This is an optimization exercise on Yosys and OpenROAD, whose aim is small area, a short achievable clock period and few clock cycles per item, not a production implementation. The RTL was checked by simulation tests, not by an equivalence proof against the original design. Power figures rest on the tool's default switching activity, not on a simulated workload.

Design mltp, start of the top module:
module mltp (
  input S, CLK, Clr,
  input [7:0] Binput, Qinput,
  output [7:0] A, Q,
  output reg R  
);
clock: 5.0 ns
lec_check: 0
cap_margin: 20
core_margin: 2
core_utilization: 40
setup_slack_margin: 2.1
slew_margin: 20
synth_hierarchical: 1
synth_minimum_keep_size: 0
standard.sh (not shown) runs the stock make flow with config.mk's settings and CLKGATE_MAP_FILE= SYNTH_SCRIPT=/design/flow/synth_recipe.tcl, a recipe that flattens the netlist after the stock synthesis.
==> flow/flow/run.sh <==
#!/bin/bash
# The standard layout (standard.sh, unchanged synthesis), with two layout
# settings changed: the port buffers are plain buffers (buf_2) instead of the
# delay cells buffer_ports picks by default, and the resizer may swap a cell
# for one of another footprint (MATCH_CELL_FOOTPRINT=0), so it can size them.
# The full output of make (every ORFS step, each also logged under
# orfs/logs/) goes to make.log.
set -euo pipefail
bash standard.sh MATCH_CELL_FOOTPRINT=0 \
  "BUFFER_PORTS_ARGS=-buffer_cell sky130_fd_sc_hd__buf_2" finish > make.log 2>&1
The starting point produced a clean layout.
Testbench counts at the start, summed over its fixed seeds: cycles 2,048, products 2,048.
Change:
Settings changed: SETUP_SLACK_MARGIN 2.1 to 1.3.
Outcome:
- The new run completed with no timing, DRC or antenna violations
- combinational power falls by 16%
- global-route usage came out lower by 0.40 points
- sequential share of layout area came out higher by 4.4 points
- wire length falls by 4.9%
- clock power barely changes
- clock skew does not change
- design area is lower by 15%
- utilization shrinks by 8.5 points
Change:
Settings changed: CTS_BUF_LIST set to sky130_fd_sc_hd__clkbuf_4.
Sequential power barely changes.
Register-to-register slack hardly moves.
Clock power decreases by 22%.
Via count increases by 1.5%.
Global-route usage decreases by 0.22 points.
Utilization decreases by 0.27 points.
Setup slack gets worse by 0.032 ns.
Non-clock buffer count does not change.
Total power decreases by 2.9%.
Die area stays the same.


Another version of the RTL of mltp (not shown whole).
Size: ~190 cells after synthesis, about 26 flip-flops, about 36 I/O pins, ~2500 µm² of cells after synthesis.
Settings: LEC_CHECK=0, CAP_MARGIN=20, CORE_MARGIN=2, CORE_UTILIZATION=60, SETUP_SLACK_MARGIN=1.5, SLEW_MARGIN=20, SYNTH_HIERARCHICAL=1, SYNTH_MINIMUM_KEEP_SIZE=0; clock period 5.0 ns.
run.sh (not shown) runs the stock make flow with config.mk's settings and CLKGATE_MAP_FILE= SYNTH_SCRIPT=/design/flow/synth_recipe.tcl, a recipe that flattens the netlist after the stock synthesis.
Stock flow here: none of the scripts above is used.
Testbench counts at the start, summed over its fixed seeds: cycles 2,048, products 2,048.
Edit:
==> flow/flow/run.sh (new file) <==
#!/bin/bash
# The standard layout (standard.sh, unchanged synthesis), with two layout
# settings changed: the port buffers are plain buffers (buf_2) instead of the
# delay cells buffer_ports picks by default, and the resizer may swap a cell
# for one of another footprint (MATCH_CELL_FOOTPRINT=0), so it can size them.
# The full output of make (every ORFS step, each also logged under
# orfs/logs/) goes to make.log.
set -euo pipefail
bash standard.sh MATCH_CELL_FOOTPRINT=0 \
  "BUFFER_PORTS_ARGS=-buffer_cell sky130_fd_sc_hd__buf_2" finish > make.log 2>&1
==> flow/standard.sh (new file) <==
#!/bin/bash
# synth_recipe.tcl (not shown) runs the flow's synth.tcl, then flattens the netlist and writes it again
# the make line also repeats each setting of config.mk as NAME=value (left out here)
make -C /OpenROAD-flow-scripts/flow DESIGN_CONFIG=/design/flow/config.mk WORK_HOME=/design/flow/orfs CLKGATE_MAP_FILE= SYNTH_SCRIPT=/design/flow/synth_recipe.tcl "${@:-finish}"
Settings changed: CORE_UTILIZATION 60 to 40, SETUP_SLACK_MARGIN 1.5 to 2.0.
removed: flow/run.sh
The changed run finished clean.
Clock skew stays the same.
Die area went up by 47%.
Count of clock-buffer cells in the layout increases by 1.
Non-clock buffer count increases by 4.
Worst setup slack gains 270 ps.
Wire length fell by 1.1%.
Design area came out higher by 0.73%.
Global-route usage shrinks by 8.1 points.
Register-to-register slack barely changes.
Synthesized area does not change.
Final cell count climbs by 11%.
Edit:
==> flow/run.sh (new file) <==
#!/bin/bash
# synth_recipe.tcl (not shown) runs the flow's synth.tcl, then flattens the netlist and writes it again
# the make line also repeats each setting of config.mk as NAME=value (left out here)
make -C /OpenROAD-flow-scripts/flow DESIGN_CONFIG=/design/flow/config.mk WORK_HOME=/design/flow/orfs CLKGATE_MAP_FILE= SYNTH_SCRIPT=/design/flow/synth_recipe.tcl finish
Settings changed: SETUP_SLACK_MARGIN 2.0 to default.
removed: flow/flow/run.sh
removed: flow/standard.sh
After rerunning: The changed run passed the timing, design-rule and antenna checks; fmax falls by about a fifth; area after synthesis stays the same; hold slack gains 14 ps; worst setup slack gets worse by 670 ps; core utilization is unchanged; wire length decreases by a few percent; final area does not change; die area does not change; power came out higher by a few percent; global-route usage went down by 0.47 points.
Edit:
Settings changed: SETUP_SLACK_MARGIN from default to 2.5.
Result:
- power climbs by 4.6%
- sequential power barely changes
- die area does not change
- setup slack gets better by 630 ps
- utilization grows by 4.6 points
- clock power drops by about 15%
- sequential cell count is unchanged
- via count climbs by about 0.5%
- final cell count goes up by about 2.7%
- fmax goes up by 19%


run 5:
mltp with an RTL version that a note above also has.
Size in the first run: ~210 cells after synthesis, roughly 25 flip-flops, roughly 36 I/O pins, roughly 2300 um2 of cells after synthesis.
clock: 5.0 ns
lec_check: 0
cap_margin: 20
core_margin: 2
core_utilization: 40
setup_slack_margin: 1.95
slew_margin: 20
synth_hierarchical: 1
synth_minimum_keep_size: 0
standard.sh (not shown) runs the stock make flow with config.mk's settings and CLKGATE_MAP_FILE= SYNTH_SCRIPT=/design/flow/synth_recipe.tcl, a recipe that flattens the netlist after the stock synthesis.
==> flow/flow/run.sh <==
#!/bin/bash
# The standard layout (standard.sh, unchanged synthesis), with two layout
# settings changed: the port buffers are plain buffers (buf_2) instead of the
# delay cells buffer_ports picks by default, and the resizer may swap a cell
# for one of another footprint (MATCH_CELL_FOOTPRINT=0), so it can size them.
# The full output of make (every ORFS step, each also logged under
# orfs/logs/) goes to make.log.
set -euo pipefail
bash standard.sh MATCH_CELL_FOOTPRINT=0 \
  "BUFFER_PORTS_ARGS=-buffer_cell sky130_fd_sc_hd__buf_2" finish > make.log 2>&1
Testbench counts of run 5, summed over its fixed seeds: cycles 2,048, products 2,048.
Modified inputs, run 3 compared to run 5
Settings: SETUP_SLACK_MARGIN now 1.3, was 1.95.
==> flow/flow/run.sh <==
#!/bin/bash
# The standard layout (standard.sh, unchanged synthesis), with two layout
# settings changed: the port buffers are plain buffers (buf_1) instead of the
# delay cells buffer_ports picks by default, and the resizer may swap a cell
# for one of another footprint (MATCH_CELL_FOOTPRINT=0), so it can size them.
# The full output of make (every ORFS step, each also logged under
# orfs/logs/) goes to make.log.
set -euo pipefail
bash standard.sh MATCH_CELL_FOOTPRINT=0 \
  "BUFFER_PORTS_ARGS=-buffer_cell sky130_fd_sc_hd__buf_1" finish > make.log 2>&1
Results
- Run 5 → run 3: smallest hold slack decreased 0.010 ns, cell leakage power fell by 11%, final non-filler cell area saw a decrease, register-to-register setup slack flat, final setup slack of the worst path now sits lower.
- Sequential power, run 3 and run 5: smaller value in run 3
- Every stage of the flow completed for run 3, and the final layout passed the timing, design-rule and antenna checks.

separate check: timing with driven ports:
No port has a modelled driver above. Below, the same layouts with a new extraction and two added sets of constraints. Step 1 sets driving cells, clkbuf_16 on the clock port and buf_2 on the other inputs (assumed; they add their load-dependent delay and slew). Step 2, shift: input delay + t, output delay - t, t = (earliest + latest rising clock arrival at the registers) / 2. This alone moves slack from input paths to output paths. Three values: ideal, step 1, step 2; two values: the first two.
| run | t, ns | setup slack, ns | worst setup path after step 2 | pins driven straight from the clock port |
|---|---|---|---|---|
| the first run of note 1 | 0.276 | 1.997 / 1.970 / 1.694 | input to register | 1 |
| the second run of note 1 | 0.285 | 1.879 / 1.874 / 1.599 | input to register | 1 |
| the third run of note 1 | 0.323 | 1.847 / 1.824 / 1.608 | input to register | 1 |
| the first run of note 2 | 0.296 | 1.515 / 1.524 / 1.228 | input to register | 1 |
| the second run of note 2 | 0.280 | 1.788 / 1.774 / 1.494 | input to register | 1 |
| the third run of note 2 | 0.292 | 1.122 / 1.128 / 0.836 | input to register | 1 |
| the fourth run of note 2 | 0.282 | 1.748 / 1.730 / 1.448 | input to register | 1 |
| run 5 | 0.281 | 1.976 / 1.953 / 1.695 | input to register | 1 |
| run 3 | 0.286 | 1.691 / 1.692 / 1.406 | input to register | 1 |
After both steps every run listed still meets setup and hold. The setup slack of the first run of note 1, which loses most, moves by -0.027 ns with the drivers and by -0.303 ns with both steps.
